Source: an optimization exercise on an open RTL-to-GDS flow (aim: small area). Production flows keep margins and buffers that such runs may drop.
In this exercise RTL edits were held to simulation tests only and were not proved equivalent to the original.

## Cordic
module Cordic(input clk, input signed [15:0] Xin, input signed [15:0] Yin, output signed [15:0] norm, output signed [15:0] inclination);
Size in the first run: ~1100 cells after synthesis, about 330 flip-flops, roughly 65 I/O pins, roughly 15000 um^2 of cells after synthesis.
clock: 7.0 ns
lec_check: 0
cap_margin: 20
core_margin: 2
core_utilization: 40
cts_buf_list: sky130_fd_sc_hd__clkbuf_16
cts_cluster_diameter: 100
cts_cluster_size: 25
slew_margin: 20
standard.sh (not shown) runs the stock make flow with config.mk's settings and CLKGATE_MAP_FILE= SYNTH_SCRIPT=/design/flow/synth_recipe.tcl, a recipe that flattens the netlist after the stock synthesis.
==> flow/flow/run.sh <==
#!/bin/bash
# Layout flow: the standard ORFS flow (same config.mk, same synth_recipe.tcl,
# same registers), except that
#  - flow/premap.py first maps the RTL's explicit full/half adders (wires fs/fc,
#    hs/hc) onto sky130 fa_1/ha_1 cells, so Yosys's adder extraction and its
#    generic "abc -fast" pass are not needed (ADDER_MAP_FILE empty,
#    SYNTH_ARGS=-noabc); ABC still maps all the other logic;
#  - the port buffers that ORFS puts on every input and output are buf_1.
# Each tool's output goes to a log file in this folder (and ORFS's own logs
# under orfs/logs).
set -euo pipefail
W=$(pwd)
python3 flow/premap.py design.v premapped.v > premap.log 2>&1
export SYNTH_ARGS=-noabc
export BUFFER_PORTS_ARGS="-buffer_cell sky130_fd_sc_hd__buf_1"
make -C "$FLOW_HOME" DESIGN_CONFIG="$W/config.mk" WORK_HOME="$W/orfs" CLKGATE_MAP_FILE= \
  SYNTH_SCRIPT="$W/synth_recipe.tcl" VERILOG_FILES="$W/premapped.v" ADDER_MAP_FILE= \
  finish > make.log 2>&1
R="$W/orfs/results/$FLOW_PLATFORM/Cordic/base"
: # left out here: write the final layout as DEF
Other scripts of this flow, unchanged in this note and not shown: flow/flow/premap.py
Change:
CTS_CLUSTER_SIZE = 32   (was 25)
=> Sequential cell count does not change; routed wire length stays flat; first-iteration DRC count increases by roughly a tenth; worst setup slack got worse by 0.021 ns; non-clock buffer count is unchanged; design area is about the same; synthesized area is unchanged; critical path depth is unchanged; die area is unchanged.


Cordic, a different RTL version from the one above (not shown whole).
Size: ~1,100 cells after synthesis, ~310 flip-flops, about 65 I/O pins, roughly 15,000 sq um of cells after synthesis.
==> flow/config.mk <==
export PLATFORM = sky130hd
export DESIGN_NAME = Cordic
export DESIGN_NICKNAME = Cordic
export VERILOG_FILES = /design/flow/design.v
export SDC_FILE = /design/flow/constraint.sdc
export NUM_CORES = 4
export LEC_CHECK = 0
export CAP_MARGIN = 5
export CORE_MARGIN = 2
export CORE_UTILIZATION = 40
export CTS_BUF_LIST = sky130_fd_sc_hd__clkbuf_8
export CTS_CLUSTER_DIAMETER = 100
export CTS_CLUSTER_SIZE = 16
export SLEW_MARGIN = 5
==> flow/constraint.sdc <==
create_clock -name core_clock -period 7.0 [get_ports {clk}]
set_input_delay 1.4000 -clock core_clock [delete_from_list [all_inputs] [get_ports {clk}]]
set_output_delay 1.4000 -clock core_clock [all_outputs]
set_load 0.01 [all_outputs]
==> flow/flow/premap.py <==
#!/usr/bin/env python3
"""Replace the full/half adders of the generated RTL (wires fs<n>/fc<n> and
hs<n>/hc<n> with the same operands) by sky130 fa_1/ha_1 cell instances, so that
synthesis keeps them as written.  Everything else, including every register, is
left as it is.  Usage: premap.py design.v out.v"""
import re, sys
src = open(sys.argv[1]).read()
pat = re.compile(r'^\s*wire\s+(f[sc]|h[sc])(\d+)\s*=\s*(.*?);\s*$', re.M)
fa_s, fa_c, ha_s, ha_c = {}, {}, {}, {}
for m in pat.finditer(src):
    kind, num, e = m.group(1), m.group(2), m.group(3)
    name = kind + num
    if kind == 'fs':
        ops = [x.strip() for x in e.split('^')]
        assert len(ops) == 3, e
        fa_s[tuple(sorted(ops))] = (name, ops)
    elif kind == 'fc':
        mm = re.match(r'\((\S+) & (\S+)\) \| \((\S+) & \((\S+) \^ (\S+)\)\)$', e)
        assert mm, e
        ops = [mm.group(1), mm.group(2), mm.group(3)]
        fa_c[tuple(sorted(ops))] = (name, ops)
    elif kind == 'hs':
        ops = [x.strip() for x in e.split('^')]
        ha_s[tuple(sorted(ops))] = (name, ops)
    else:
        ops = [x.strip() for x in e.split('&')]
        ha_c[tuple(sorted(ops))] = (name, ops)
mapped = set(); cells = []
k = 0
for key, (sn, ops) in fa_s.items():
    if key in fa_c:
        cn = fa_c[key][0]
        mapped |= {sn, cn}
        cells.append('  sky130_fd_sc_hd__fa_1 pfa%d (.A(%s), .B(%s), .CIN(%s), .SUM(%s), .COUT(%s));' % (k, ops[0], ops[1], ops[2], sn, cn))
        k += 1
for key, (sn, ops) in ha_s.items():
    if key in ha_c:
        cn = ha_c[key][0]
        mapped |= {sn, cn}
        cells.append('  sky130_fd_sc_hd__ha_1 pha%d (.A(%s), .B(%s), .SUM(%s), .COUT(%s));' % (k, ops[0], ops[1], sn, cn))
        k += 1
def repl(m):
    name = m.group(1) + m.group(2)
    if name in mapped: return '  wire %s;' % name
    return m.group(0)
out = pat.sub(repl, src)
out = out.replace('endmodule', '\n'.join(cells) + '\nendmodule', 1)
open(sys.argv[2], 'w').write(out)
print('premap: %d cells, %d wires' % (k, len(mapped)))
Scripts as last shown in full above: flow/flow/run.sh
Next try:
Settings changed: CAP_MARGIN 5 to 20, CTS_CLUSTER_DIAMETER 100 to 200, SLEW_MARGIN 5 to 20.
=> The changed run went through all stages and came out clean. Critical path depth is unchanged. Via count does not change. Routed wire length is unchanged. Non-clock buffer count does not change. Clock skew is unchanged. Global-route usage is unchanged.
Next try:
Settings changed: CTS_CLUSTER_DIAMETER 200 to 100.
Outcome: Setup slack stays the same; die area does not change; design area does not change; sequential share of layout area does not change; count of clock-buffer cells in the layout does not change; wire length is unchanged; fmax stays the same.
Next try:
Settings changed: CTS_BUF_LIST sky130_fd_sc_hd__clkbuf_8 to sky130_fd_sc_hd__clkbuf_16, CTS_CLUSTER_DIAMETER 100 to 60, CTS_CLUSTER_SIZE 16 to 30.
=> Critical path depth stays the same. Die area is unchanged. Routed wire length rises by 0.56%. Count of clock-buffer cells in the layout rises by 2. Global-route usage is about the same. First-iteration DRC count falls by about 27%. Final cell count rises by 1.2%.

## port drivers added, routing unchanged
The results above use ideal ports. As a check the final layouts listed here were re-extracted and re-timed, cells and wires unchanged. Step 1: set_driving_cell puts a clkbuf_16 on clk and a buf_2 on each other input, an assumption about the parent block. Step 2 also shifts input and output timing later by t, the mid clock arrival at the registers, as if the neighbouring blocks saw the same clock. Three values: no drivers, after step 1, after step 2; two values: the first two.
run | shift t [ns] | slack for setup (ns) | worst data-port slew with drivers (ns) | pins driven straight from the clock port
the first run of note 1 | 0.544 | 0.540 / 0.487 / 0.611 | 0.04 | 1
the second run of note 1 | 0.540 | 0.519 / 0.468 / 0.591 | 0.04 | 1
the first run of note 2 | 0.585 | 0.236 / 0.236 / -0.059 | 0.04 | 1
the second run of note 2 | 0.585 | 0.236 / 0.236 / -0.059 | 0.04 | 1
the third run of note 2 | 0.585 | 0.236 / 0.236 / -0.059 | 0.04 | 1
the fourth run of note 2 | 0.573 | 0.224 / 0.224 / -0.069 | 0.04 | 1
Met with ideal ports but missed after step 2: setup timing in the first run of note 2, the second run of note 2, the third run of note 2 and the fourth run of note 2.
